This design comes from an exercise in tuning for small area on the open sky130 flow, not from production work.
In this exercise RTL edits were held to simulation tests only and were not proved equivalent to the original.
Power figures rest on the tool's default switching activity, not on a simulated workload.

==> design/flow/design.v <==
`timescale 1ns / 1ps
module globalCounter(count,clk,rst);
input clk;
input rst;
output [4:0]count;
parameter limit = 21;
reg [4:0]countReg;
always@(posedge clk)
begin
	if(rst)
		countReg <= 0;
	else if(countReg == limit)
		countReg <= 0;
	else
		countReg <= countReg + 1;
end
assign count = countReg;
endmodule
module luFactorizer(clk,rst,a11,a12,a13,a14,a21,a22,a23,a24,a25,a31,a32,a33,a34,a35,a36,a41,a42,a43,a44,a45,a46,a47,a52,a53,a54,a55,a56,a57,a58,a63,a64,a65,a66,a67,a68,a74,a75,a76,a77,a78,a85,a86,a87,a88,lL1,lL2,lL3,uL1,uL2,uL3,uL4);
input clk;
input rst;
input [7:0] a11,a12,a13,a14,a21,a22,a23,a24,a25,a31,a32,a33,a34,a35,a36,a41,a42,a43,a44,a45,a46,a47,a52,a53,a54,a55,a56,a57,a58,a63,a64,a65,a66,a67,a68,a74,a75,a76,a77,a78,a85,a86,a87,a88;
output [7:0] lL1,lL2,lL3,uL1,uL2,uL3,uL4;
reg [10:0] jq;
reg first;
wire [4:0] count;
always @(posedge clk) jq <= rst ? 11'd0 : {jq[9:0], ~jq[10]};
always @(posedge clk) first <= rst;
wire [5:0] st = {first,count};
wire s0 = (jq[6] & jq[6]) | (~jq[6] & jq[10]);
wire s1 = (jq[6] & ~jq[7]);
wire s2 = (jq[7] & ~jq[8]);
wire s3 = (jq[8] & ~jq[9]);
wire s4 = (jq[9] & ~jq[10]);
wire s5 = (jq[10] & jq[0]);
wire s6 = (~jq[0] & jq[1]);
wire s7 = (~jq[1] & jq[2]);
wire s8 = (~jq[2] & jq[3]);
wire s9 = (~jq[3] & jq[4]);
wire s10 = (~jq[4] & jq[5]);
wire s11 = (~jq[5] & jq[6]);
wire s12 = (~jq[6] & jq[7]);
wire s13 = (~jq[7] & jq[8]);
wire s14 = (~jq[8] & jq[9]);
wire s15 = (~jq[9] & jq[10]);
wire s16 = (~jq[10] & ~jq[0]);
wire s17 = (jq[1] & ~jq[2]);
wire s18 = (jq[2] & ~jq[3]);
wire s19 = (jq[3] & ~jq[4]);
wire s20 = (jq[4] & ~jq[5]);
wire s21 = (jq[5] & ~jq[6]);
wire s22 = (jq[0] & ~jq[1]) | (jq[4] & jq[4]) | (~jq[4] & jq[10]);
wire s23 = (jq[0] & ~jq[3]) | (jq[4] & ~jq[6]) | (jq[7] & ~jq[9]) | (jq[10] & jq[1]) | (~jq[2] & jq[4]) | (~jq[5] & jq[7]) | (~jq[8] & jq[10]);
wire s24 = (jq[5] & jq[5]) | (~jq[5] & jq[10]) | ((~jq[10] & ~jq[0]) & ~first);
wire s25 = (jq[0] & ~jq[1]) | (jq[2] & ~jq[4]) | (jq[5] & ~jq[7]) | (jq[8] & ~jq[10]) | (~jq[0] & jq[2]) | (~jq[3] & jq[5]) | (~jq[6] & jq[8]) | (~jq[9] & jq[10]) | ((~jq[10] & ~jq[0]) & ~first);
wire s26 = (jq[3] & ~jq[5]) | (jq[6] & ~jq[8]) | (jq[9] & jq[0]) | (~jq[1] & jq[3]) | (~jq[4] & jq[6]) | (~jq[7] & jq[9]) | ((~jq[10] & ~jq[0]) & ~first);
wire s27 = (jq[1] & jq[1]) | (~jq[1] & ~jq[0]);
wire s28 = (jq[0] & jq[0]) | (~jq[0] & jq[10]);
wire s29 = 1'b1;
wire s30 = (jq[6] & ~jq[8]) | (jq[9] & jq[0]) | (~jq[1] & jq[3]) | (~jq[4] & jq[6]) | (~jq[7] & jq[9]);
wire s31 = (jq[4] & ~jq[5]) | (jq[7] & ~jq[8]) | (jq[10] & jq[0]) | (~jq[2] & jq[3]) | (~jq[5] & jq[6]) | (~jq[8] & jq[9]);
wire s32 = (jq[5] & ~jq[7]) | (jq[8] & ~jq[10]) | (~jq[0] & jq[2]) | (~jq[3] & jq[5]) | (~jq[6] & jq[8]) | (~jq[9] & jq[10]);
wire s33 = (jq[3] & ~jq[4]) | (jq[6] & ~jq[7]) | (jq[9] & ~jq[10]) | (~jq[1] & jq[2]) | (~jq[4] & jq[5]) | (~jq[7] & jq[8]) | ((~jq[10] & ~jq[0]) & ~first);
wire s34 = (jq[4] & ~jq[6]) | (jq[7] & ~jq[9]) | (jq[10] & jq[1]) | (~jq[2] & jq[4]) | (~jq[5] & jq[7]) | (~jq[8] & jq[9]);
wire s35 = (jq[1] & ~jq[3]) | (jq[5] & ~jq[6]) | (jq[8] & ~jq[9]) | (~jq[0] & jq[1]) | (~jq[3] & jq[4]) | (~jq[6] & jq[7]) | (~jq[9] & jq[10]);
wire s36 = (jq[3] & ~jq[5]) | (jq[6] & ~jq[8]) | (jq[9] & jq[0]) | (~jq[1] & jq[3]) | (~jq[4] & jq[6]) | (~jq[7] & jq[8]);
wire s37 = (~jq[10] & ~jq[0]) | (jq[3] & jq[3]) | (~jq[3] & jq[9]);
wire s38 = (jq[5] & jq[5]) | (~jq[5] & jq[9]);
wire s39 = (jq[4] & jq[4]) | (~jq[4] & jq[10]);
wire s40 = (jq[6] & ~jq[7]) | (jq[9] & ~jq[10]) | (~jq[1] & jq[2]) | (~jq[4] & jq[5]) | (~jq[7] & jq[8]);
wire s41 = (jq[5] & ~jq[6]) | (jq[8] & ~jq[9]) | (~jq[0] & jq[1]) | (~jq[3] & jq[4]) | (~jq[6] & jq[7]) | (~jq[9] & jq[10]);
wire s42 = (jq[0] & ~jq[1]) | (jq[4] & ~jq[5]) | (jq[7] & ~jq[8]) | (jq[10] & jq[0]) | (~jq[2] & jq[3]) | (~jq[5] & jq[6]) | (~jq[8] & jq[9]);
wire s43 = (jq[2] & ~jq[4]) | (jq[6] & ~jq[7]) | (jq[9] & ~jq[10]) | (~jq[1] & jq[2]) | (~jq[4] & jq[5]) | (~jq[7] & jq[8]) | ((~jq[10] & ~jq[0]) & ~first);
reg [7:0] ACC1;
reg [7:0] ACC2;
reg [7:0] ACC3;
reg [7:0] H7;
reg [7:0] HZ6;
reg [7:0] HZ8;
reg [7:0] HZ9;
reg [7:0] YA;
reg [7:0] YB;
reg [7:0] YC;
wire [7:0] U1_x = ({8{s0}} & H7);
wire [7:0] U1_y = YB;
wire [7:0] U1_zi = ({8{s1}} & a24) | ({8{s2}} & a34) | ({8{s3}} & a44) | ({8{s4}} & a35) | ({8{s5}} & a45) | ({8{s6}} & a55) | ({8{s7}} & a46) | ({8{s8}} & a56) | ({8{s9}} & a66) | ({8{s10}} & a57) | ({8{s11}} & a67) | ({8{s12}} & a77) | ({8{s13}} & a68) | ({8{s14}} & a78) | ({8{s15}} & a88) | ({8{s16}} & a11) | ({8{s17}} & a12) | ({8{s18}} & a22) | ({8{s19}} & a13) | ({8{s20}} & a23) | ({8{s21}} & a33);
wire U1_n = 1'b0;
wire [7:0] U1_r;
wire U1_w1 = 1'b1 ^ U1_zi[0] ^ ~(U1_x[0] & U1_y[0]); wire U1_w2 = (1'b1 & U1_zi[0]) | (1'b1 & ~(U1_x[0] & U1_y[0])) | (U1_zi[0] & ~(U1_x[0] & U1_y[0]));
assign U1_r[0] = U1_w1;
wire U1_w3 = 1'b1 ^ U1_zi[1] ^ ~(U1_x[0] & U1_y[1]); wire U1_w4 = (1'b1 & U1_zi[1]) | (1'b1 & ~(U1_x[0] & U1_y[1])) | (U1_zi[1] & ~(U1_x[0] & U1_y[1]));
wire U1_w5 = ~(U1_x[1] & U1_y[0]) ^ U1_w2 ^ U1_w3; wire U1_w6 = (~(U1_x[1] & U1_y[0]) & U1_w2) | (~(U1_x[1] & U1_y[0]) & U1_w3) | (U1_w2 & U1_w3);
assign U1_r[1] = U1_w5;
wire U1_w7 = 1'b1 ^ U1_zi[2] ^ ~(U1_x[0] & U1_y[2]); wire U1_w8 = (1'b1 & U1_zi[2]) | (1'b1 & ~(U1_x[0] & U1_y[2])) | (U1_zi[2] & ~(U1_x[0] & U1_y[2]));
wire U1_w9 = ~(U1_x[1] & U1_y[1]) ^ ~(U1_x[2] & U1_y[0]) ^ U1_w4; wire U1_w10 = (~(U1_x[1] & U1_y[1]) & ~(U1_x[2] & U1_y[0])) | (~(U1_x[1] & U1_y[1]) & U1_w4) | (~(U1_x[2] & U1_y[0]) & U1_w4);
wire U1_w11 = U1_w7 ^ U1_w6 ^ U1_w9; wire U1_w12 = (U1_w7 & U1_w6) | (U1_w7 & U1_w9) | (U1_w6 & U1_w9);
assign U1_r[2] = U1_w11;
wire U1_w13 = 1'b1 ^ U1_zi[3] ^ ~(U1_x[0] & U1_y[3]); wire U1_w14 = (1'b1 & U1_zi[3]) | (1'b1 & ~(U1_x[0] & U1_y[3])) | (U1_zi[3] & ~(U1_x[0] & U1_y[3]));
wire U1_w15 = ~(U1_x[1] & U1_y[2]) ^ ~(U1_x[2] & U1_y[1]) ^ ~(U1_x[3] & U1_y[0]); wire U1_w16 = (~(U1_x[1] & U1_y[2]) & ~(U1_x[2] & U1_y[1])) | (~(U1_x[1] & U1_y[2]) & ~(U1_x[3] & U1_y[0])) | (~(U1_x[2] & U1_y[1]) & ~(U1_x[3] & U1_y[0]));
wire U1_w17 = U1_w8 ^ U1_w13 ^ U1_w15; wire U1_w18 = (U1_w8 & U1_w13) | (U1_w8 & U1_w15) | (U1_w13 & U1_w15);
wire U1_w19 = U1_w10 ^ U1_w17 ^ U1_w12; wire U1_w20 = (U1_w10 & U1_w17) | (U1_w10 & U1_w12) | (U1_w17 & U1_w12);
assign U1_r[3] = U1_w19;
wire U1_w21 = 1'b1 ^ U1_zi[4] ^ ~(U1_x[0] & U1_y[4]); wire U1_w22 = (1'b1 & U1_zi[4]) | (1'b1 & ~(U1_x[0] & U1_y[4])) | (U1_zi[4] & ~(U1_x[0] & U1_y[4]));
wire U1_w23 = ~(U1_x[1] & U1_y[3]) ^ ~(U1_x[2] & U1_y[2]) ^ ~(U1_x[3] & U1_y[1]); wire U1_w24 = (~(U1_x[1] & U1_y[3]) & ~(U1_x[2] & U1_y[2])) | (~(U1_x[1] & U1_y[3]) & ~(U1_x[3] & U1_y[1])) | (~(U1_x[2] & U1_y[2]) & ~(U1_x[3] & U1_y[1]));
wire U1_w25 = ~(U1_x[4] & U1_y[0]) ^ U1_w14 ^ U1_w16; wire U1_w26 = (~(U1_x[4] & U1_y[0]) & U1_w14) | (~(U1_x[4] & U1_y[0]) & U1_w16) | (U1_w14 & U1_w16);
wire U1_w27 = U1_w21 ^ U1_w23 ^ U1_w18; wire U1_w28 = (U1_w21 & U1_w23) | (U1_w21 & U1_w18) | (U1_w23 & U1_w18);
wire U1_w29 = U1_w25 ^ U1_w27 ^ U1_w20; wire U1_w30 = (U1_w25 & U1_w27) | (U1_w25 & U1_w20) | (U1_w27 & U1_w20);
assign U1_r[4] = U1_w29;
wire U1_w31 = 1'b1 ^ U1_zi[5] ^ ~(U1_x[0] & U1_y[5]); wire U1_w32 = (1'b1 & U1_zi[5]) | (1'b1 & ~(U1_x[0] & U1_y[5])) | (U1_zi[5] & ~(U1_x[0] & U1_y[5]));
wire U1_w33 = ~(U1_x[1] & U1_y[4]) ^ ~(U1_x[2] & U1_y[3]) ^ ~(U1_x[3] & U1_y[2]); wire U1_w34 = (~(U1_x[1] & U1_y[4]) & ~(U1_x[2] & U1_y[3])) | (~(U1_x[1] & U1_y[4]) & ~(U1_x[3] & U1_y[2])) | (~(U1_x[2] & U1_y[3]) & ~(U1_x[3] & U1_y[2]));
wire U1_w35 = ~(U1_x[4] & U1_y[1]) ^ ~(U1_x[5] & U1_y[0]) ^ U1_w22; wire U1_w36 = (~(U1_x[4] & U1_y[1]) & ~(U1_x[5] & U1_y[0])) | (~(U1_x[4] & U1_y[1]) & U1_w22) | (~(U1_x[5] & U1_y[0]) & U1_w22);
wire U1_w37 = U1_w24 ^ U1_w31 ^ U1_w33; wire U1_w38 = (U1_w24 & U1_w31) | (U1_w24 & U1_w33) | (U1_w31 & U1_w33);
wire U1_w39 = U1_w26 ^ U1_w35 ^ U1_w37; wire U1_w40 = (U1_w26 & U1_w35) | (U1_w26 & U1_w37) | (U1_w35 & U1_w37);
wire U1_w41 = U1_w28 ^ U1_w39 ^ U1_w30; wire U1_w42 = (U1_w28 & U1_w39) | (U1_w28 & U1_w30) | (U1_w39 & U1_w30);
assign U1_r[5] = U1_w41;
wire U1_w43 = 1'b1 ^ U1_zi[6] ^ ~(U1_x[0] & U1_y[6]); wire U1_w44 = (1'b1 & U1_zi[6]) | (1'b1 & ~(U1_x[0] & U1_y[6])) | (U1_zi[6] & ~(U1_x[0] & U1_y[6]));
wire U1_w45 = ~(U1_x[1] & U1_y[5]) ^ ~(U1_x[2] & U1_y[4]) ^ ~(U1_x[3] & U1_y[3]); wire U1_w46 = (~(U1_x[1] & U1_y[5]) & ~(U1_x[2] & U1_y[4])) | (~(U1_x[1] & U1_y[5]) & ~(U1_x[3] & U1_y[3])) | (~(U1_x[2] & U1_y[4]) & ~(U1_x[3] & U1_y[3]));
wire U1_w47 = ~(U1_x[4] & U1_y[2]) ^ ~(U1_x[5] & U1_y[1]) ^ ~(U1_x[6] & U1_y[0]); wire U1_w48 = (~(U1_x[4] & U1_y[2]) & ~(U1_x[5] & U1_y[1])) | (~(U1_x[4] & U1_y[2]) & ~(U1_x[6] & U1_y[0])) | (~(U1_x[5] & U1_y[1]) & ~(U1_x[6] & U1_y[0]));
wire U1_w49 = U1_w32 ^ U1_w34 ^ U1_w43; wire U1_w50 = (U1_w32 & U1_w34) | (U1_w32 & U1_w43) | (U1_w34 & U1_w43);
wire U1_w51 = U1_w45 ^ U1_w47 ^ U1_w36; wire U1_w52 = (U1_w45 & U1_w47) | (U1_w45 & U1_w36) | (U1_w47 & U1_w36);
wire U1_w53 = U1_w38 ^ U1_w49 ^ U1_w51; wire U1_w54 = (U1_w38 & U1_w49) | (U1_w38 & U1_w51) | (U1_w49 & U1_w51);
wire U1_w55 = U1_w40 ^ U1_w53 ^ U1_w42; wire U1_w56 = (U1_w40 & U1_w53) | (U1_w40 & U1_w42) | (U1_w53 & U1_w42);
assign U1_r[6] = U1_w55;
wire U1_w57 = 1'b1 ^ U1_zi[7] ^ ~(U1_x[0] & U1_y[7]);
wire U1_w58 = ~(U1_x[1] & U1_y[6]) ^ ~(U1_x[2] & U1_y[5]) ^ ~(U1_x[3] & U1_y[4]);
wire U1_w59 = ~(U1_x[4] & U1_y[3]) ^ ~(U1_x[5] & U1_y[2]) ^ ~(U1_x[6] & U1_y[1]);
wire U1_w60 = ~(U1_x[7] & U1_y[0]) ^ U1_w44 ^ U1_w46;
wire U1_w61 = U1_w48 ^ U1_w57 ^ U1_w58;
wire U1_w62 = U1_w59 ^ U1_w50 ^ U1_w60;
wire U1_w63 = U1_w61 ^ U1_w52 ^ U1_w62;
wire U1_w64 = U1_w54 ^ U1_w63 ^ U1_w56;
assign U1_r[7] = U1_w64;
wire [7:0] U1_o = U1_r;
wire [7:0] U2_x = ({8{s22}} & HZ8);
wire [7:0] U2_y = YA;
wire [7:0] U2_zi = ({8{s23}} & ACC3) | ({8{s1}} & a42) | ({8{s4}} & a53) | ({8{s7}} & a64) | ({8{s10}} & a75) | ({8{s13}} & a86) | ({8{s19}} & a31);
wire U2_n = 1'b0;
wire [7:0] U2_r;
wire U2_w1 = 1'b1 ^ U2_zi[0] ^ ~(U2_x[0] & U2_y[0]); wire U2_w2 = (1'b1 & U2_zi[0]) | (1'b1 & ~(U2_x[0] & U2_y[0])) | (U2_zi[0] & ~(U2_x[0] & U2_y[0]));
assign U2_r[0] = U2_w1;
wire U2_w3 = 1'b1 ^ U2_zi[1] ^ ~(U2_x[0] & U2_y[1]); wire U2_w4 = (1'b1 & U2_zi[1]) | (1'b1 & ~(U2_x[0] & U2_y[1])) | (U2_zi[1] & ~(U2_x[0] & U2_y[1]));
wire U2_w5 = ~(U2_x[1] & U2_y[0]) ^ U2_w2 ^ U2_w3; wire U2_w6 = (~(U2_x[1] & U2_y[0]) & U2_w2) | (~(U2_x[1] & U2_y[0]) & U2_w3) | (U2_w2 & U2_w3);
assign U2_r[1] = U2_w5;
wire U2_w7 = 1'b1 ^ U2_zi[2] ^ ~(U2_x[0] & U2_y[2]); wire U2_w8 = (1'b1 & U2_zi[2]) | (1'b1 & ~(U2_x[0] & U2_y[2])) | (U2_zi[2] & ~(U2_x[0] & U2_y[2]));
wire U2_w9 = ~(U2_x[1] & U2_y[1]) ^ ~(U2_x[2] & U2_y[0]) ^ U2_w4; wire U2_w10 = (~(U2_x[1] & U2_y[1]) & ~(U2_x[2] & U2_y[0])) | (~(U2_x[1] & U2_y[1]) & U2_w4) | (~(U2_x[2] & U2_y[0]) & U2_w4);
wire U2_w11 = U2_w7 ^ U2_w6 ^ U2_w9; wire U2_w12 = (U2_w7 & U2_w6) | (U2_w7 & U2_w9) | (U2_w6 & U2_w9);
assign U2_r[2] = U2_w11;
wire U2_w13 = 1'b1 ^ U2_zi[3] ^ ~(U2_x[0] & U2_y[3]); wire U2_w14 = (1'b1 & U2_zi[3]) | (1'b1 & ~(U2_x[0] & U2_y[3])) | (U2_zi[3] & ~(U2_x[0] & U2_y[3]));
wire U2_w15 = ~(U2_x[1] & U2_y[2]) ^ ~(U2_x[2] & U2_y[1]) ^ ~(U2_x[3] & U2_y[0]); wire U2_w16 = (~(U2_x[1] & U2_y[2]) & ~(U2_x[2] & U2_y[1])) | (~(U2_x[1] & U2_y[2]) & ~(U2_x[3] & U2_y[0])) | (~(U2_x[2] & U2_y[1]) & ~(U2_x[3] & U2_y[0]));
wire U2_w17 = U2_w8 ^ U2_w13 ^ U2_w15; wire U2_w18 = (U2_w8 & U2_w13) | (U2_w8 & U2_w15) | (U2_w13 & U2_w15);
wire U2_w19 = U2_w10 ^ U2_w17 ^ U2_w12; wire U2_w20 = (U2_w10 & U2_w17) | (U2_w10 & U2_w12) | (U2_w17 & U2_w12);
assign U2_r[3] = U2_w19;
wire U2_w21 = 1'b1 ^ U2_zi[4] ^ ~(U2_x[0] & U2_y[4]); wire U2_w22 = (1'b1 & U2_zi[4]) | (1'b1 & ~(U2_x[0] & U2_y[4])) | (U2_zi[4] & ~(U2_x[0] & U2_y[4]));
wire U2_w23 = ~(U2_x[1] & U2_y[3]) ^ ~(U2_x[2] & U2_y[2]) ^ ~(U2_x[3] & U2_y[1]); wire U2_w24 = (~(U2_x[1] & U2_y[3]) & ~(U2_x[2] & U2_y[2])) | (~(U2_x[1] & U2_y[3]) & ~(U2_x[3] & U2_y[1])) | (~(U2_x[2] & U2_y[2]) & ~(U2_x[3] & U2_y[1]));
wire U2_w25 = ~(U2_x[4] & U2_y[0]) ^ U2_w14 ^ U2_w16; wire U2_w26 = (~(U2_x[4] & U2_y[0]) & U2_w14) | (~(U2_x[4] & U2_y[0]) & U2_w16) | (U2_w14 & U2_w16);
wire U2_w27 = U2_w21 ^ U2_w23 ^ U2_w18; wire U2_w28 = (U2_w21 & U2_w23) | (U2_w21 & U2_w18) | (U2_w23 & U2_w18);
wire U2_w29 = U2_w25 ^ U2_w27 ^ U2_w20; wire U2_w30 = (U2_w25 & U2_w27) | (U2_w25 & U2_w20) | (U2_w27 & U2_w20);
assign U2_r[4] = U2_w29;
wire U2_w31 = 1'b1 ^ U2_zi[5] ^ ~(U2_x[0] & U2_y[5]); wire U2_w32 = (1'b1 & U2_zi[5]) | (1'b1 & ~(U2_x[0] & U2_y[5])) | (U2_zi[5] & ~(U2_x[0] & U2_y[5]));
wire U2_w33 = ~(U2_x[1] & U2_y[4]) ^ ~(U2_x[2] & U2_y[3]) ^ ~(U2_x[3] & U2_y[2]); wire U2_w34 = (~(U2_x[1] & U2_y[4]) & ~(U2_x[2] & U2_y[3])) | (~(U2_x[1] & U2_y[4]) & ~(U2_x[3] & U2_y[2])) | (~(U2_x[2] & U2_y[3]) & ~(U2_x[3] & U2_y[2]));
wire U2_w35 = ~(U2_x[4] & U2_y[1]) ^ ~(U2_x[5] & U2_y[0]) ^ U2_w22; wire U2_w36 = (~(U2_x[4] & U2_y[1]) & ~(U2_x[5] & U2_y[0])) | (~(U2_x[4] & U2_y[1]) & U2_w22) | (~(U2_x[5] & U2_y[0]) & U2_w22);
wire U2_w37 = U2_w24 ^ U2_w31 ^ U2_w33; wire U2_w38 = (U2_w24 & U2_w31) | (U2_w24 & U2_w33) | (U2_w31 & U2_w33);
wire U2_w39 = U2_w26 ^ U2_w35 ^ U2_w37; wire U2_w40 = (U2_w26 & U2_w35) | (U2_w26 & U2_w37) | (U2_w35 & U2_w37);
wire U2_w41 = U2_w28 ^ U2_w39 ^ U2_w30; wire U2_w42 = (U2_w28 & U2_w39) | (U2_w28 & U2_w30) | (U2_w39 & U2_w30);
assign U2_r[5] = U2_w41;
wire U2_w43 = 1'b1 ^ U2_zi[6] ^ ~(U2_x[0] & U2_y[6]); wire U2_w44 = (1'b1 & U2_zi[6]) | (1'b1 & ~(U2_x[0] & U2_y[6])) | (U2_zi[6] & ~(U2_x[0] & U2_y[6]));
wire U2_w45 = ~(U2_x[1] & U2_y[5]) ^ ~(U2_x[2] & U2_y[4]) ^ ~(U2_x[3] & U2_y[3]); wire U2_w46 = (~(U2_x[1] & U2_y[5]) & ~(U2_x[2] & U2_y[4])) | (~(U2_x[1] & U2_y[5]) & ~(U2_x[3] & U2_y[3])) | (~(U2_x[2] & U2_y[4]) & ~(U2_x[3] & U2_y[3]));
wire U2_w47 = ~(U2_x[4] & U2_y[2]) ^ ~(U2_x[5] & U2_y[1]) ^ ~(U2_x[6] & U2_y[0]); wire U2_w48 = (~(U2_x[4] & U2_y[2]) & ~(U2_x[5] & U2_y[1])) | (~(U2_x[4] & U2_y[2]) & ~(U2_x[6] & U2_y[0])) | (~(U2_x[5] & U2_y[1]) & ~(U2_x[6] & U2_y[0]));
wire U2_w49 = U2_w32 ^ U2_w34 ^ U2_w43; wire U2_w50 = (U2_w32 & U2_w34) | (U2_w32 & U2_w43) | (U2_w34 & U2_w43);
wire U2_w51 = U2_w45 ^ U2_w47 ^ U2_w36; wire U2_w52 = (U2_w45 & U2_w47) | (U2_w45 & U2_w36) | (U2_w47 & U2_w36);
wire U2_w53 = U2_w38 ^ U2_w49 ^ U2_w51; wire U2_w54 = (U2_w38 & U2_w49) | (U2_w38 & U2_w51) | (U2_w49 & U2_w51);
wire U2_w55 = U2_w40 ^ U2_w53 ^ U2_w42; wire U2_w56 = (U2_w40 & U2_w53) | (U2_w40 & U2_w42) | (U2_w53 & U2_w42);
assign U2_r[6] = U2_w55;
wire U2_w57 = 1'b1 ^ U2_zi[7] ^ ~(U2_x[0] & U2_y[7]);
wire U2_w58 = ~(U2_x[1] & U2_y[6]) ^ ~(U2_x[2] & U2_y[5]) ^ ~(U2_x[3] & U2_y[4]);
wire U2_w59 = ~(U2_x[4] & U2_y[3]) ^ ~(U2_x[5] & U2_y[2]) ^ ~(U2_x[6] & U2_y[1]);
wire U2_w60 = ~(U2_x[7] & U2_y[0]) ^ U2_w44 ^ U2_w46;
wire U2_w61 = U2_w48 ^ U2_w57 ^ U2_w58;
wire U2_w62 = U2_w59 ^ U2_w50 ^ U2_w60;
wire U2_w63 = U2_w61 ^ U2_w52 ^ U2_w62;
wire U2_w64 = U2_w54 ^ U2_w63 ^ U2_w56;
assign U2_r[7] = U2_w64;
wire [7:0] U2_o = U2_r;
wire [7:0] U3_x = ({8{s24}} & HZ6);
wire [7:0] U3_y = YC;
wire [7:0] U3_zi = ({8{s25}} & ACC1) | ({8{s2}} & a43) | ({8{s5}} & a54) | ({8{s8}} & a65) | ({8{s11}} & a76) | ({8{s14}} & a87) | ({8{s17}} & a21) | ({8{s20}} & a32);
wire U3_n = 1'b0;
wire [7:0] U3_r;
wire U3_w1 = 1'b1 ^ U3_zi[0] ^ ~(U3_x[0] & U3_y[0]); wire U3_w2 = (1'b1 & U3_zi[0]) | (1'b1 & ~(U3_x[0] & U3_y[0])) | (U3_zi[0] & ~(U3_x[0] & U3_y[0]));
assign U3_r[0] = U3_w1;
wire U3_w3 = 1'b1 ^ U3_zi[1] ^ ~(U3_x[0] & U3_y[1]); wire U3_w4 = (1'b1 & U3_zi[1]) | (1'b1 & ~(U3_x[0] & U3_y[1])) | (U3_zi[1] & ~(U3_x[0] & U3_y[1]));
wire U3_w5 = ~(U3_x[1] & U3_y[0]) ^ U3_w2 ^ U3_w3; wire U3_w6 = (~(U3_x[1] & U3_y[0]) & U3_w2) | (~(U3_x[1] & U3_y[0]) & U3_w3) | (U3_w2 & U3_w3);
assign U3_r[1] = U3_w5;
wire U3_w7 = 1'b1 ^ U3_zi[2] ^ ~(U3_x[0] & U3_y[2]); wire U3_w8 = (1'b1 & U3_zi[2]) | (1'b1 & ~(U3_x[0] & U3_y[2])) | (U3_zi[2] & ~(U3_x[0] & U3_y[2]));
wire U3_w9 = ~(U3_x[1] & U3_y[1]) ^ ~(U3_x[2] & U3_y[0]) ^ U3_w4; wire U3_w10 = (~(U3_x[1] & U3_y[1]) & ~(U3_x[2] & U3_y[0])) | (~(U3_x[1] & U3_y[1]) & U3_w4) | (~(U3_x[2] & U3_y[0]) & U3_w4);
wire U3_w11 = U3_w7 ^ U3_w6 ^ U3_w9; wire U3_w12 = (U3_w7 & U3_w6) | (U3_w7 & U3_w9) | (U3_w6 & U3_w9);
assign U3_r[2] = U3_w11;
wire U3_w13 = 1'b1 ^ U3_zi[3] ^ ~(U3_x[0] & U3_y[3]); wire U3_w14 = (1'b1 & U3_zi[3]) | (1'b1 & ~(U3_x[0] & U3_y[3])) | (U3_zi[3] & ~(U3_x[0] & U3_y[3]));
wire U3_w15 = ~(U3_x[1] & U3_y[2]) ^ ~(U3_x[2] & U3_y[1]) ^ ~(U3_x[3] & U3_y[0]); wire U3_w16 = (~(U3_x[1] & U3_y[2]) & ~(U3_x[2] & U3_y[1])) | (~(U3_x[1] & U3_y[2]) & ~(U3_x[3] & U3_y[0])) | (~(U3_x[2] & U3_y[1]) & ~(U3_x[3] & U3_y[0]));
wire U3_w17 = U3_w8 ^ U3_w13 ^ U3_w15; wire U3_w18 = (U3_w8 & U3_w13) | (U3_w8 & U3_w15) | (U3_w13 & U3_w15);
wire U3_w19 = U3_w10 ^ U3_w17 ^ U3_w12; wire U3_w20 = (U3_w10 & U3_w17) | (U3_w10 & U3_w12) | (U3_w17 & U3_w12);
assign U3_r[3] = U3_w19;
wire U3_w21 = 1'b1 ^ U3_zi[4] ^ ~(U3_x[0] & U3_y[4]); wire U3_w22 = (1'b1 & U3_zi[4]) | (1'b1 & ~(U3_x[0] & U3_y[4])) | (U3_zi[4] & ~(U3_x[0] & U3_y[4]));
wire U3_w23 = ~(U3_x[1] & U3_y[3]) ^ ~(U3_x[2] & U3_y[2]) ^ ~(U3_x[3] & U3_y[1]); wire U3_w24 = (~(U3_x[1] & U3_y[3]) & ~(U3_x[2] & U3_y[2])) | (~(U3_x[1] & U3_y[3]) & ~(U3_x[3] & U3_y[1])) | (~(U3_x[2] & U3_y[2]) & ~(U3_x[3] & U3_y[1]));
wire U3_w25 = ~(U3_x[4] & U3_y[0]) ^ U3_w14 ^ U3_w16; wire U3_w26 = (~(U3_x[4] & U3_y[0]) & U3_w14) | (~(U3_x[4] & U3_y[0]) & U3_w16) | (U3_w14 & U3_w16);
wire U3_w27 = U3_w21 ^ U3_w23 ^ U3_w18; wire U3_w28 = (U3_w21 & U3_w23) | (U3_w21 & U3_w18) | (U3_w23 & U3_w18);
wire U3_w29 = U3_w25 ^ U3_w27 ^ U3_w20; wire U3_w30 = (U3_w25 & U3_w27) | (U3_w25 & U3_w20) | (U3_w27 & U3_w20);
assign U3_r[4] = U3_w29;
wire U3_w31 = 1'b1 ^ U3_zi[5] ^ ~(U3_x[0] & U3_y[5]); wire U3_w32 = (1'b1 & U3_zi[5]) | (1'b1 & ~(U3_x[0] & U3_y[5])) | (U3_zi[5] & ~(U3_x[0] & U3_y[5]));
wire U3_w33 = ~(U3_x[1] & U3_y[4]) ^ ~(U3_x[2] & U3_y[3]) ^ ~(U3_x[3] & U3_y[2]); wire U3_w34 = (~(U3_x[1] & U3_y[4]) & ~(U3_x[2] & U3_y[3])) | (~(U3_x[1] & U3_y[4]) & ~(U3_x[3] & U3_y[2])) | (~(U3_x[2] & U3_y[3]) & ~(U3_x[3] & U3_y[2]));
wire U3_w35 = ~(U3_x[4] & U3_y[1]) ^ ~(U3_x[5] & U3_y[0]) ^ U3_w22; wire U3_w36 = (~(U3_x[4] & U3_y[1]) & ~(U3_x[5] & U3_y[0])) | (~(U3_x[4] & U3_y[1]) & U3_w22) | (~(U3_x[5] & U3_y[0]) & U3_w22);
wire U3_w37 = U3_w24 ^ U3_w31 ^ U3_w33; wire U3_w38 = (U3_w24 & U3_w31) | (U3_w24 & U3_w33) | (U3_w31 & U3_w33);
wire U3_w39 = U3_w26 ^ U3_w35 ^ U3_w37; wire U3_w40 = (U3_w26 & U3_w35) | (U3_w26 & U3_w37) | (U3_w35 & U3_w37);
wire U3_w41 = U3_w28 ^ U3_w39 ^ U3_w30; wire U3_w42 = (U3_w28 & U3_w39) | (U3_w28 & U3_w30) | (U3_w39 & U3_w30);
assign U3_r[5] = U3_w41;
wire U3_w43 = 1'b1 ^ U3_zi[6] ^ ~(U3_x[0] & U3_y[6]); wire U3_w44 = (1'b1 & U3_zi[6]) | (1'b1 & ~(U3_x[0] & U3_y[6])) | (U3_zi[6] & ~(U3_x[0] & U3_y[6]));
wire U3_w45 = ~(U3_x[1] & U3_y[5]) ^ ~(U3_x[2] & U3_y[4]) ^ ~(U3_x[3] & U3_y[3]); wire U3_w46 = (~(U3_x[1] & U3_y[5]) & ~(U3_x[2] & U3_y[4])) | (~(U3_x[1] & U3_y[5]) & ~(U3_x[3] & U3_y[3])) | (~(U3_x[2] & U3_y[4]) & ~(U3_x[3] & U3_y[3]));
wire U3_w47 = ~(U3_x[4] & U3_y[2]) ^ ~(U3_x[5] & U3_y[1]) ^ ~(U3_x[6] & U3_y[0]); wire U3_w48 = (~(U3_x[4] & U3_y[2]) & ~(U3_x[5] & U3_y[1])) | (~(U3_x[4] & U3_y[2]) & ~(U3_x[6] & U3_y[0])) | (~(U3_x[5] & U3_y[1]) & ~(U3_x[6] & U3_y[0]));
wire U3_w49 = U3_w32 ^ U3_w34 ^ U3_w43; wire U3_w50 = (U3_w32 & U3_w34) | (U3_w32 & U3_w43) | (U3_w34 & U3_w43);
wire U3_w51 = U3_w45 ^ U3_w47 ^ U3_w36; wire U3_w52 = (U3_w45 & U3_w47) | (U3_w45 & U3_w36) | (U3_w47 & U3_w36);
wire U3_w53 = U3_w38 ^ U3_w49 ^ U3_w51; wire U3_w54 = (U3_w38 & U3_w49) | (U3_w38 & U3_w51) | (U3_w49 & U3_w51);
wire U3_w55 = U3_w40 ^ U3_w53 ^ U3_w42; wire U3_w56 = (U3_w40 & U3_w53) | (U3_w40 & U3_w42) | (U3_w53 & U3_w42);
assign U3_r[6] = U3_w55;
wire U3_w57 = 1'b1 ^ U3_zi[7] ^ ~(U3_x[0] & U3_y[7]);
wire U3_w58 = ~(U3_x[1] & U3_y[6]) ^ ~(U3_x[2] & U3_y[5]) ^ ~(U3_x[3] & U3_y[4]);
wire U3_w59 = ~(U3_x[4] & U3_y[3]) ^ ~(U3_x[5] & U3_y[2]) ^ ~(U3_x[6] & U3_y[1]);
wire U3_w60 = ~(U3_x[7] & U3_y[0]) ^ U3_w44 ^ U3_w46;
wire U3_w61 = U3_w48 ^ U3_w57 ^ U3_w58;
wire U3_w62 = U3_w59 ^ U3_w50 ^ U3_w60;
wire U3_w63 = U3_w61 ^ U3_w52 ^ U3_w62;
wire U3_w64 = U3_w54 ^ U3_w63 ^ U3_w56;
assign U3_r[7] = U3_w64;
wire [7:0] U3_o = U3_r;
wire [7:0] U4_x = ({8{s26}} & ACC2) | ({8{s21}} & a41) | ({8{s3}} & a52) | ({8{s6}} & a63) | ({8{s9}} & a74) | ({8{s12}} & a85);
wire [7:0] U4_y = HZ9;
wire U4_n = 1'b0;
wire [7:0] U4_r;
assign U4_r[0] = ~(U4_x[0] & U4_y[0]);
wire U4_w1 = 1'b1 ^ ~(U4_x[0] & U4_y[1]) ^ ~(U4_x[1] & U4_y[0]); wire U4_w2 = (1'b1 & ~(U4_x[0] & U4_y[1])) | (1'b1 & ~(U4_x[1] & U4_y[0])) | (~(U4_x[0] & U4_y[1]) & ~(U4_x[1] & U4_y[0]));
assign U4_r[1] = U4_w1;
wire U4_w3 = 1'b1 ^ ~(U4_x[0] & U4_y[2]) ^ ~(U4_x[1] & U4_y[1]); wire U4_w4 = (1'b1 & ~(U4_x[0] & U4_y[2])) | (1'b1 & ~(U4_x[1] & U4_y[1])) | (~(U4_x[0] & U4_y[2]) & ~(U4_x[1] & U4_y[1]));
wire U4_w5 = ~(U4_x[2] & U4_y[0]) ^ U4_w2 ^ U4_w3; wire U4_w6 = (~(U4_x[2] & U4_y[0]) & U4_w2) | (~(U4_x[2] & U4_y[0]) & U4_w3) | (U4_w2 & U4_w3);
assign U4_r[2] = U4_w5;
wire U4_w7 = 1'b1 ^ ~(U4_x[0] & U4_y[3]) ^ ~(U4_x[1] & U4_y[2]); wire U4_w8 = (1'b1 & ~(U4_x[0] & U4_y[3])) | (1'b1 & ~(U4_x[1] & U4_y[2])) | (~(U4_x[0] & U4_y[3]) & ~(U4_x[1] & U4_y[2]));
wire U4_w9 = ~(U4_x[2] & U4_y[1]) ^ ~(U4_x[3] & U4_y[0]) ^ U4_w4; wire U4_w10 = (~(U4_x[2] & U4_y[1]) & ~(U4_x[3] & U4_y[0])) | (~(U4_x[2] & U4_y[1]) & U4_w4) | (~(U4_x[3] & U4_y[0]) & U4_w4);
wire U4_w11 = U4_w7 ^ U4_w6 ^ U4_w9; wire U4_w12 = (U4_w7 & U4_w6) | (U4_w7 & U4_w9) | (U4_w6 & U4_w9);
assign U4_r[3] = U4_w11;
wire U4_w13 = 1'b1 ^ ~(U4_x[0] & U4_y[4]) ^ ~(U4_x[1] & U4_y[3]); wire U4_w14 = (1'b1 & ~(U4_x[0] & U4_y[4])) | (1'b1 & ~(U4_x[1] & U4_y[3])) | (~(U4_x[0] & U4_y[4]) & ~(U4_x[1] & U4_y[3]));
wire U4_w15 = ~(U4_x[2] & U4_y[2]) ^ ~(U4_x[3] & U4_y[1]) ^ ~(U4_x[4] & U4_y[0]); wire U4_w16 = (~(U4_x[2] & U4_y[2]) & ~(U4_x[3] & U4_y[1])) | (~(U4_x[2] & U4_y[2]) & ~(U4_x[4] & U4_y[0])) | (~(U4_x[3] & U4_y[1]) & ~(U4_x[4] & U4_y[0]));
wire U4_w17 = U4_w8 ^ U4_w13 ^ U4_w15; wire U4_w18 = (U4_w8 & U4_w13) | (U4_w8 & U4_w15) | (U4_w13 & U4_w15);
wire U4_w19 = U4_w10 ^ U4_w17 ^ U4_w12; wire U4_w20 = (U4_w10 & U4_w17) | (U4_w10 & U4_w12) | (U4_w17 & U4_w12);
assign U4_r[4] = U4_w19;
wire U4_w21 = 1'b1 ^ ~(U4_x[0] & U4_y[5]) ^ ~(U4_x[1] & U4_y[4]); wire U4_w22 = (1'b1 & ~(U4_x[0] & U4_y[5])) | (1'b1 & ~(U4_x[1] & U4_y[4])) | (~(U4_x[0] & U4_y[5]) & ~(U4_x[1] & U4_y[4]));
wire U4_w23 = ~(U4_x[2] & U4_y[3]) ^ ~(U4_x[3] & U4_y[2]) ^ ~(U4_x[4] & U4_y[1]); wire U4_w24 = (~(U4_x[2] & U4_y[3]) & ~(U4_x[3] & U4_y[2])) | (~(U4_x[2] & U4_y[3]) & ~(U4_x[4] & U4_y[1])) | (~(U4_x[3] & U4_y[2]) & ~(U4_x[4] & U4_y[1]));
wire U4_w25 = ~(U4_x[5] & U4_y[0]) ^ U4_w14 ^ U4_w16; wire U4_w26 = (~(U4_x[5] & U4_y[0]) & U4_w14) | (~(U4_x[5] & U4_y[0]) & U4_w16) | (U4_w14 & U4_w16);
wire U4_w27 = U4_w21 ^ U4_w23 ^ U4_w18; wire U4_w28 = (U4_w21 & U4_w23) | (U4_w21 & U4_w18) | (U4_w23 & U4_w18);
wire U4_w29 = U4_w25 ^ U4_w27 ^ U4_w20; wire U4_w30 = (U4_w25 & U4_w27) | (U4_w25 & U4_w20) | (U4_w27 & U4_w20);
assign U4_r[5] = U4_w29;
wire U4_w31 = 1'b1 ^ ~(U4_x[0] & U4_y[6]) ^ ~(U4_x[1] & U4_y[5]); wire U4_w32 = (1'b1 & ~(U4_x[0] & U4_y[6])) | (1'b1 & ~(U4_x[1] & U4_y[5])) | (~(U4_x[0] & U4_y[6]) & ~(U4_x[1] & U4_y[5]));
wire U4_w33 = ~(U4_x[2] & U4_y[4]) ^ ~(U4_x[3] & U4_y[3]) ^ ~(U4_x[4] & U4_y[2]); wire U4_w34 = (~(U4_x[2] & U4_y[4]) & ~(U4_x[3] & U4_y[3])) | (~(U4_x[2] & U4_y[4]) & ~(U4_x[4] & U4_y[2])) | (~(U4_x[3] & U4_y[3]) & ~(U4_x[4] & U4_y[2]));
wire U4_w35 = ~(U4_x[5] & U4_y[1]) ^ ~(U4_x[6] & U4_y[0]) ^ U4_w22; wire U4_w36 = (~(U4_x[5] & U4_y[1]) & ~(U4_x[6] & U4_y[0])) | (~(U4_x[5] & U4_y[1]) & U4_w22) | (~(U4_x[6] & U4_y[0]) & U4_w22);
wire U4_w37 = U4_w24 ^ U4_w31 ^ U4_w33; wire U4_w38 = (U4_w24 & U4_w31) | (U4_w24 & U4_w33) | (U4_w31 & U4_w33);
wire U4_w39 = U4_w26 ^ U4_w35 ^ U4_w37; wire U4_w40 = (U4_w26 & U4_w35) | (U4_w26 & U4_w37) | (U4_w35 & U4_w37);
wire U4_w41 = U4_w28 ^ U4_w39 ^ U4_w30; wire U4_w42 = (U4_w28 & U4_w39) | (U4_w28 & U4_w30) | (U4_w39 & U4_w30);
assign U4_r[6] = U4_w41;
wire U4_w43 = 1'b1 ^ ~(U4_x[0] & U4_y[7]) ^ ~(U4_x[1] & U4_y[6]);
wire U4_w44 = ~(U4_x[2] & U4_y[5]) ^ ~(U4_x[3] & U4_y[4]) ^ ~(U4_x[4] & U4_y[3]);
wire U4_w45 = ~(U4_x[5] & U4_y[2]) ^ ~(U4_x[6] & U4_y[1]) ^ ~(U4_x[7] & U4_y[0]);
wire U4_w46 = U4_w32 ^ U4_w34 ^ U4_w43;
wire U4_w47 = U4_w44 ^ U4_w45 ^ U4_w36;
wire U4_w48 = U4_w38 ^ U4_w46 ^ U4_w47;
wire U4_w49 = U4_w40 ^ U4_w48 ^ U4_w42;
assign U4_r[7] = U4_w49;
wire [7:0] U4_o = ~U4_r;
wire [7:0] ACC1_d = ({8{s27}} & U1_o);
always @(posedge clk) ACC1 <= U1_o;
wire [7:0] ACC2_d = ({8{s28}} & U2_o);
always @(posedge clk) ACC2 <= U2_o;
wire [7:0] ACC3_d = ({8{s29}} & U3_o);
always @(posedge clk) ACC3 <= U3_o;
wire [7:0] H7_d = ({8{s21}} & a14) | ({8{s3}} & a25) | ({8{s6}} & a36) | ({8{s9}} & a47) | ({8{s12}} & a58);
wire H7_en = ~s30;
always @(posedge clk) if (H7_en) H7 <= H7_d;
wire [7:0] HZ6_d = ({8{s31}} & ACC1);
wire HZ6_en = ~s32;
always @(posedge clk) if (HZ6_en) HZ6 <= HZ6_d;
wire [7:0] HZ8_d = ({8{s33}} & ACC3);
wire HZ8_en = ~s34;
always @(posedge clk) if (HZ8_en) HZ8 <= HZ8_d;
wire [7:0] HZ9_d = ({8{s35}} & ACC2);
wire HZ9_en = ~s36;
always @(posedge clk) if (HZ9_en) HZ9 <= HZ9_d;
wire [7:0] YA_d = ({8{s37}} & U4_o);
always @(posedge clk) YA <= U4_o;
wire [7:0] YB_d = ({8{s38}} & YC);
always @(posedge clk) YB <= YC;
wire [7:0] YC_d = ({8{s39}} & YA);
always @(posedge clk) YC <= YA;
wire [7:0] lL1_w = ({8{s40}} & YA);
assign lL1 = lL1_w;
wire [7:0] lL2_w = ({8{s41}} & YA);
assign lL2 = lL2_w;
wire [7:0] lL3_w = ({8{s42}} & YA);
assign lL3 = lL3_w;
wire [7:0] uL1_w = ({8{s43}} & HZ9);
assign uL1 = uL1_w;
wire [7:0] uL2_w = ({8{s42}} & HZ8);
assign uL2 = uL2_w;
wire [7:0] uL3_w = ({8{s41}} & HZ6);
assign uL3 = uL3_w;
wire [7:0] uL4_w = ({8{s40}} & H7);
assign uL4 = uL4_w;
endmodule
==> design/flow/flow/run.sh <==
#!/bin/bash
set -euo pipefail
cd "$(dirname "$0")/.."
bash standard.sh BUFFER_PORTS_ARGS="-buffer_cell sky130_fd_sc_hd__buf_1" finish > make_finish.log 2>&1
==> design/flow/standard.sh <==
#!/bin/bash
# synth_recipe.tcl (not shown) runs the flow's synth.tcl, then flattens the netlist and writes it again
# the make line also repeats each setting of config.mk as NAME=value (left out here)
make -C /OpenROAD-flow-scripts/flow DESIGN_CONFIG=/design/flow/config.mk WORK_HOME=/design/flow/orfs CLKGATE_MAP_FILE= SYNTH_SCRIPT=/design/flow/synth_recipe.tcl "${@:-finish}"
==> design/flow/config.mk <==
export PLATFORM = sky130hd
export DESIGN_NAME = luFactorizer
export DESIGN_NICKNAME = luFactorizer
export VERILOG_FILES = /design/flow/design.v
export SDC_FILE = /design/flow/constraint.sdc
export NUM_CORES = 4
export LEC_CHECK = 0
export CAP_MARGIN = 10
export CORE_MARGIN = 2
export CORE_UTILIZATION = 60
export CTS_BUF_LIST = sky130_fd_sc_hd__clkbuf_8
export SLEW_MARGIN = 10
==> design/flow/constraint.sdc <==
create_clock -name core_clock -period 8.0 [get_ports {clk}]
set_input_delay 1.6000 -clock core_clock [delete_from_list [all_inputs] [get_ports {clk}]]
set_output_delay 1.6000 -clock core_clock [all_outputs]
set_load 0.01 [all_outputs]
==> flow_metrics.env, run 1 <==
export IMPL_status="complete, no violations"
export IMPL_async_reset_ff_share_pct=0
export IMPL_multi_input_area_sq_mm=0.006000
export IMPL_synth_top_area_cell="fa_1"
export IMPL_rr_worst_depth=19
export IMPL_cts_tree="yes"
export IMPL_drc=0
export IMPL_swShare_pct=35.94
export IMPL_ys_types=45
export IMPL_finalCritPeriodShare_pct=74.76
export IMPL_tightest_slew_ns=1.157
export IMPL_mostFrequentLayoutCells="buf_1, a22oi_1, inv_1, and3_1, fa_1"
export IMPL_fin_nets=1805
export IMPL_cts_root_buf="clkbuf_8"
export IMPL_std_cell_rows=43
export IMPL_grt_pass1_wl_mm=60.26
export IMPL_clk_pin_slew_ns=0.09
export IMPL_max_slew_margin_rel_pct=22.54
export IMPL_critPathArrivalTime_ns=6.28
export IMPL_p_seq_share_pct=48.3
export IMPL_power_combinational_fraction_pct=27.9
export IMPL_die_x_um=124.2
export IMPL_wl_per_cell_um=27.80
export IMPL_wl_met1_mm=13.65
export IMPL_antenna_found_initial=16
export IMPL_hold_class="reg2reg"
export IMPL_place_hpwl_mm=34.02
export IMPL_final_min_clock_period_ns=5.980
export IMPL_grt_max_degree=31
export IMPL_instances_no_fill=1550
export IMPL_layout_commonest_cell="buf_1"
export IMPL_synth_area_per_cell_sq_um=9.042
export IMPL_setup_tns_ns=0
export IMPL_clock_sinks=92
export IMPL_worst_clock_skew_ns=0.02061
export IMPL_postSynthCellCount=958
export IMPL_yosysSeqAreaShare_pct=24.96
export IMPL_cts_htree_levels=3
export IMPL_die_area_sq_mm=0.01541
export IMPL_p_switching_mw=0.4973
export IMPL_power_density_mw_per_mm2=129.9
export IMPL_postCtsSetupBuffers=0
export IMPL_worstPathMaxFanout=13
export IMPL_grt_usage_pct=55.87
export IMPL_rsz0062_at_grt="no"
export IMPL_via_count=10370
export IMPL_gp_congestion=1.094
export IMPL_io_pins=410
export IMPL_insertion_delay_ns=0.38
export IMPL_routed_wl_mm=43.10
export IMPL_drtAntennaViolNets=0
export IMPL_core_area_sq_mm=0.01399
export IMPL_fp_dieH_um=124.2
export IMPL_cap_violations=0
export IMPL_synthTopCellsByArea="fa_1, dfxtp_1, a22oi_1"
export IMPL_syn_area_sq_mm=0.008662
export IMPL_setup_viol=0
export IMPL_drt_iter0_markers=1716
export IMPL_crit_required_ns=8.30
export IMPL_synth_nets=1417
export IMPL_cts_hold_buf=0
export IMPL_synth_top_area_share_pct=18.03
export IMPL_yosysWarnings=1
export IMPL_synth_seq_cells=92
export IMPL_grt_overflow=0
export IMPL_dpl_cell_count=1515
export IMPL_viasPerCell=6.689
export IMPL_max_freq_mhz=167.2
export IMPL_seq_area_sq_mm=0.002162
export IMPL_start_util_pct=61.92
export IMPL_p_total_mw=1.384
export IMPL_wl_met2_mm=17.90
export IMPL_cts_buffer_depth=2
export IMPL_internal_power_mw=0.8865
export IMPL_holdPathStages=0
export IMPL_highest_layer="met5"
export IMPL_hold_violations=0
export IMPL_grt_pass1_vias=9924
export IMPL_port_buffer_count=409
export IMPL_drtPass1Iterations=10
export IMPL_p_leak_nw=4.482
export IMPL_cts_resized=0
export IMPL_whs_ns=0.4086
export IMPL_wl_met3_mm=7.303
export IMPL_n_fill_cell=1053
export IMPL_area_growth_pct=22.97
export IMPL_synthFlopType="dfxtp_1"
export IMPL_cts_inserted_buffers=9
export IMPL_synth_edf_count=32
export IMPL_critical_path_class="reg2reg"
export IMPL_cp_start_kind="register"
export IMPL_clkPwrFrac_pct=23.8
export IMPL_drive_gt1_share_pct=3.479
export IMPL_max_vdd_ir_drop_mv=0.1260
export IMPL_final_max_slew_violation_count=0
export IMPL_crit_path_end_kind="register"
[stage by stage]
stage	worst slack, ns	util [%]	instance area (sq um)
final	2.020	76.14	10650
after CTS	2.245	75.81	10600
after global placement	2.074	74.34	10400
after detailed placement	1.904	74.34	10400
after floorplan	2.403	-	8662
after global routing	1.959	76.00	10630
[power groups by stage]
stage | combinational [mW] | sequential (mW) | clock (mW)
2_1_floorplan | 0.208 | 0.611 | 0
3_3_place_gp | 0.353 | 0.671 | 0
3_5_place_dp | 0.364 | 0.668 | 0
4_1_cts | 0.368 | 0.660 | 0.322
5_1_grt | 0.413 | 0.670 | 0.342
6_report | 0.386 | 0.669 | 0.329
[cell usage after synthesis, types with 16 or more instances]
library cell / instances
ha_1: 27
a22oi_1: 132
dfxtp_1: 60
nor2b_1: 59
and3_1: 83
fa_1: 78
nand3_1: 35
nand2_1: 73
a21oi_1: 18
a222oi_1: 16
inv_1: 83
xnor2_1: 39
nor2_1: 21
clkbuf_1: 51
edfxtp_1: 32
and2_1: 58
[final cells by class]
type | instances | share of cell area, %
diodes | 19 | 0.4464
clock buffers | 11 | 1.421
clock inverters | 5 | 0.5051
inverters | 83 | 2.925
multi-input cells | 729 | 56.33
flip-flops and latches | 92 | 20.30
well taps | 180 | 2.114
repair buffers | 431 | 15.96
[cell families (layout without fill, tap and decap cells)]
family          Yosys count  in the layout  synth area share (%)
compound gates          210            210                 18.36
fa+ha+maj               105            105                 21.93
other cells               0             19                     0
simple gates            359            359                 22.74
xor+xnor                 55             55                 6.052
flops                    92             92                 24.96
buf+inv                 137            530                 5.966
[worst max-delay path, cell delays in order, from the launching register on]
cell and delay, ns:
dfxtp_1 0.71, inv_1 0.31, nor2_1 0.59, buf_4 0.36, a22oi_1 0.09, nand4_1 0.13
a21oi_1 0.06, ha_1 0.24, fa_1 0.48, inv_1 0.05, fa_1 0.38, fa_1 0.39
fa_1 0.38, fa_1 0.38, fa_1 0.41, xor2_1 0.22, xnor2_1 0.16, xnor2_1 0.18
xnor2_1 0.18, xnor2_1 0.17
[layer usage]
| metal | track usage [%] | vias up |
|---|---|---|
| li1 | - | 4198 |
| met1 | 64.11 | 4777 |
| met2 | 80.74 | 1101 |
| met3 | 25.60 | 288 |
| met4 | 42.06 | 4 |
| met5 | 4.514 | - |
[final timing paths]
path	end	slack, ns	start
worst max-delay path	ACC3[7]$_DFF_P_	2.02	jq[3]$_SDFF_PP0_
worst max register to register	ACC3[7]$_DFF_P_	2.02	jq[3]$_SDFF_PP0_
worst min-delay path	YB[7]$_DFF_P_	0.41	YC[7]$_DFF_P_
worst min register to register	YB[7]$_DFF_P_	0.41	YC[7]$_DFF_P_
[state kept, by name (all words and copies together), names as in the netlist]
name	cells
YB	8
H7	8
ACC2	8
HZ9	8
HZ8	8
ACC1	8
YA	8
jq	11
ACC3	8
first	1
HZ6	8
YC	8
==> run 2: changes to the inputs <==
--- a/design/flow/config.mk
+++ b/design/flow/config.mk
@@ -7,6 +7,6 @@
 export LEC_CHECK = 0
-export CAP_MARGIN = 10
+export CAP_MARGIN = 20
 export CORE_MARGIN = 2
-export CORE_UTILIZATION = 60
+export CORE_UTILIZATION = 40
 export CTS_BUF_LIST = sky130_fd_sc_hd__clkbuf_8
-export SLEW_MARGIN = 10
+export SLEW_MARGIN = 20
==> flow_metrics.env, run 2 <==
export IMPL_hold_class="reg2reg"
export IMPL_final_max_slew_violation_count=0
export IMPL_postSynthCellCount=958
export IMPL_rsz0062_at_grt="no"
export IMPL_cap_violations=0
export IMPL_viasPerCell=5.725
export IMPL_synth_top_area_share_pct=18.03
export IMPL_startpoint="jq[3]$_SDFF_PP0_"
export IMPL_layout_commonest_cell="buf_1"
export IMPL_max_vdd_ir_drop_mv=0.07373
export IMPL_yosysWarnings=1
export IMPL_max_slew_margin_rel_pct=29.51
export IMPL_power_combinational_fraction_pct=26.6
export IMPL_instances_no_fill=1627
export IMPL_critPathArrivalTime_ns=6.20
export IMPL_p_total_mw=1.347
export IMPL_holdCritStartpoint="YC[7]$_DFF_P_"
export IMPL_grt_usage_pct=34.60
export IMPL_worst_clock_skew_ns=0.01408
export IMPL_core_area_sq_mm=0.02115
export IMPL_place_hpwl_mm=31.65
export IMPL_io_pins=410
export IMPL_std_cell_rows=53
export IMPL_synth_common_cells="a22oi_1, and3_1, inv_1"
export IMPL_cts_resized=0
export IMPL_clkPwrFrac_pct=23.8
export IMPL_synth_nets=1417
export IMPL_internal_power_mw=0.8688
export IMPL_cp_start_kind="register"
export IMPL_p_leak_nw=4.477
export IMPL_cts_buffer_depth=2
export IMPL_drtPass1Iterations=9
export IMPL_area_growth_pct=23.93
export IMPL_synth_area_per_cell_sq_um=9.042
export IMPL_top_register="jq"
export IMPL_power_density_mw_per_mm2=125.5
export IMPL_start_util_pct=40.95
export IMPL_postCtsSetupBuffers=0
export IMPL_cts_htree_levels=3
export IMPL_r2r_setup_slack_ns=2.12
export IMPL_reg2reg_from="jq[3]$_SDFF_PP0_"
export IMPL_tightest_slew_ns=1.057
export IMPL_insertion_delay_ns=0.38
export IMPL_syn_area_sq_mm=0.008662
export IMPL_max_freq_mhz=169.9
export IMPL_die_area_sq_mm=0.02285
export IMPL_place_area_sq_mm=0.01052
export IMPL_routed_wl_mm=39.53
export IMPL_grt_max_degree=31
export IMPL_clock_sinks=92
export IMPL_setup_viol=0
export IMPL_largest_register_ffs=11
export IMPL_synthFlopType="dfxtp_1"
export IMPL_cts_hold_buf=0
export IMPL_via_count=9314
export IMPL_swShare_pct=35.51
export IMPL_crit_required_ns=8.31
export IMPL_worstPathMaxFanout=13
export IMPL_synth_top_area_cell="fa_1"
export IMPL_dpl_cell_count=1608
export IMPL_cts_inserted_buffers=9
export IMPL_setup_tns_ns=0
export IMPL_holdPathStages=0
export IMPL_drc=0
export IMPL_yosysSeqAreaShare_pct=24.96
export IMPL_async_reset_ff_share_pct=0
export IMPL_final_min_clock_period_ns=5.884
export IMPL_crit_path_end_kind="register"
export IMPL_clk_pin_slew_ns=0.09
export IMPL_die_x_um=151.2
export IMPL_ys_types=45
export IMPL_critical_path_class="reg2reg"
export IMPL_cts_tree="yes"
export IMPL_p_seq_share_pct=49.5
export IMPL_rr_worst_depth=21
export IMPL_synth_seq_cells=92
export IMPL_fp_dieH_um=151.2
export IMPL_grt_pass1_wl_mm=56.91
export IMPL_n_fill_cell=2140
export IMPL_drive_gt1_share_pct=3.855
export IMPL_grt_pass1_vias=9237
export IMPL_status="complete, no violations"
export IMPL_p_switching_mw=0.4783
export IMPL_port_buffer_count=409
export IMPL_mostFrequentLayoutCells="buf_1, a22oi_1, inv_1, and3_1, fa_1"
export IMPL_wl_per_cell_um=24.30
export IMPL_cts_root_buf="clkbuf_8"
export IMPL_synthTopCellsByArea="fa_1, dfxtp_1, a22oi_1"
export IMPL_drtAntennaViolNets=0
export IMPL_gp_congestion=0.9478
export IMPL_fin_area_sq_mm=0.01074
export IMPL_antenna_found_initial=3
export IMPL_grt_overflow=0
export IMPL_drt_iter0_markers=830
export IMPL_finalCritPeriodShare_pct=73.56
export IMPL_hold_violations=0
export IMPL_fin_nets=1803
export IMPL_synth_edf_count=32
export IMPL_yosysMostFrequentCell="a22oi_1"
## run 2: metrics by stage
| step | util [%] | hold WS, ns | worst slack [ns] |
|---|---|---|---|
| 2_1_floorplan | - | 0.3311 | 2.403 |
| 3_3_place_gp | 49.73 | 0.3667 | 1.963 |
| 3_5_place_dp | 49.73 | 0.3620 | 1.964 |
| 4_1_cts | 50.63 | 0.3805 | 2.156 |
| 5_1_grt | 50.72 | 0.3965 | 1.822 |
| 6_report | 50.75 | 0.3869 | 2.116 |
## run 2: routing by layer
layer	vias to the layer above	part of all wire, %	track usage, %
li1	4169	-	-
met5	-	0.028	0
met4	2	4.0	13.64
met1	4543	38	41.85
met2	512	49	59.61
met3	88	9.4	8.102
## run 2: final cells by class
| cell class | instances | area, sq um | area share [%] |
|---|---|---|---|
| Tap cell | 275 | 344.1 | 3.205 |
| Antenna cell | 3 | 7.507 | 0.06993 |
| Clock inverter | 7 | 66.31 | 0.6177 |
| Multi-Input combinational cell | 729 | 6035 | 56.21 |
| Clock buffer | 9 | 123.9 | 1.154 |
| Timing Repair Buffer | 429 | 1685 | 15.70 |
| Sequential cell | 92 | 2162 | 20.14 |
| Inverter | 83 | 311.5 | 2.902 |
## run 2: final timing paths
| path | end |
|---|---|
| max | ACC1[7]$_DFF_P_ |
| min | YB[7]$_DFF_P_ |
| min reg2reg | YB[7]$_DFF_P_ |
| max reg2reg | ACC1[7]$_DFF_P_ |
## run 2: logic make-up after synthesis
| logic type | after synthesis | synth area share, % |
|---|---|---|
| AOI/OAI and AO/OA | 210 | 18.36 |
| xor gates and xnor gates | 55 | 6.052 |
| adders and majority gates | 105 | 21.93 |
| buffers and inverters | 137 | 5.966 |
| DFF | 92 | 24.96 |
| and+or+nand+nor | 359 | 22.74 |
## run 2: power groups by stage
stage | combinational (mW) | clock [mW] | sequential (mW)
floorplan | 0.208 | 0 | 0.611
global placement | 0.350 | 0 | 0.679
detailed placement | 0.355 | 0 | 0.675
CTS | 0.359 | 0.325 | 0.666
global route | 0.399 | 0.343 | 0.676
finish | 0.359 | 0.321 | 0.667
## run 2: critical path, stage by stage, from the launching register on
cell and delay, ns:
dfxtp_1 0.79, inv_1 0.33, nor2_1 0.61, buf_4 0.33, a22oi_1 0.11, nand4_1 0.21, nor3_1 0.12, ha_1 0.32
fa_1 0.45, fa_1 0.44, fa_1 0.42, inv_1 0.09, fa_1 0.16, inv_1 0.05, fa_1 0.37, inv_1 0.07
fa_1 0.17, xor2_1 0.17, xnor2_1 0.15, xnor2_1 0.15, xnor2_1 0.15, xnor2_1 0.13

[static timing again, ports no longer ideal]
The results above use ideal ports. As a check the final layouts listed here were re-extracted and re-timed, cells and wires unchanged. Step 1 (the two cells are an assumption about what drives the block):
set clk [get_ports {clk}]
set_driving_cell -lib_cell sky130_fd_sc_hd__clkbuf_16 $clk
set_driving_cell -lib_cell sky130_fd_sc_hd__buf_2 [delete_from_list [all_inputs] $clk]
Step 2, shift: input delay + t, output delay - t, t = (earliest + latest rising clock arrival at the registers) / 2. This alone moves slack from input paths to output paths. Slacks: ideal ports / drivers / drivers and shift; pairs: ideal ports / drivers.
run	t (ns)	setup slack, ns	worst setup path after step 2
run 1	0.413	2.020 / 2.020 / 1.796	input to register
run 2	0.418	2.116 / 2.116 / 1.904	input to register
After both steps setup and hold are still met in every run listed. The setup slack of run 1, which loses most, moves by 0.000 ns with the drivers and by -0.224 ns with both steps.
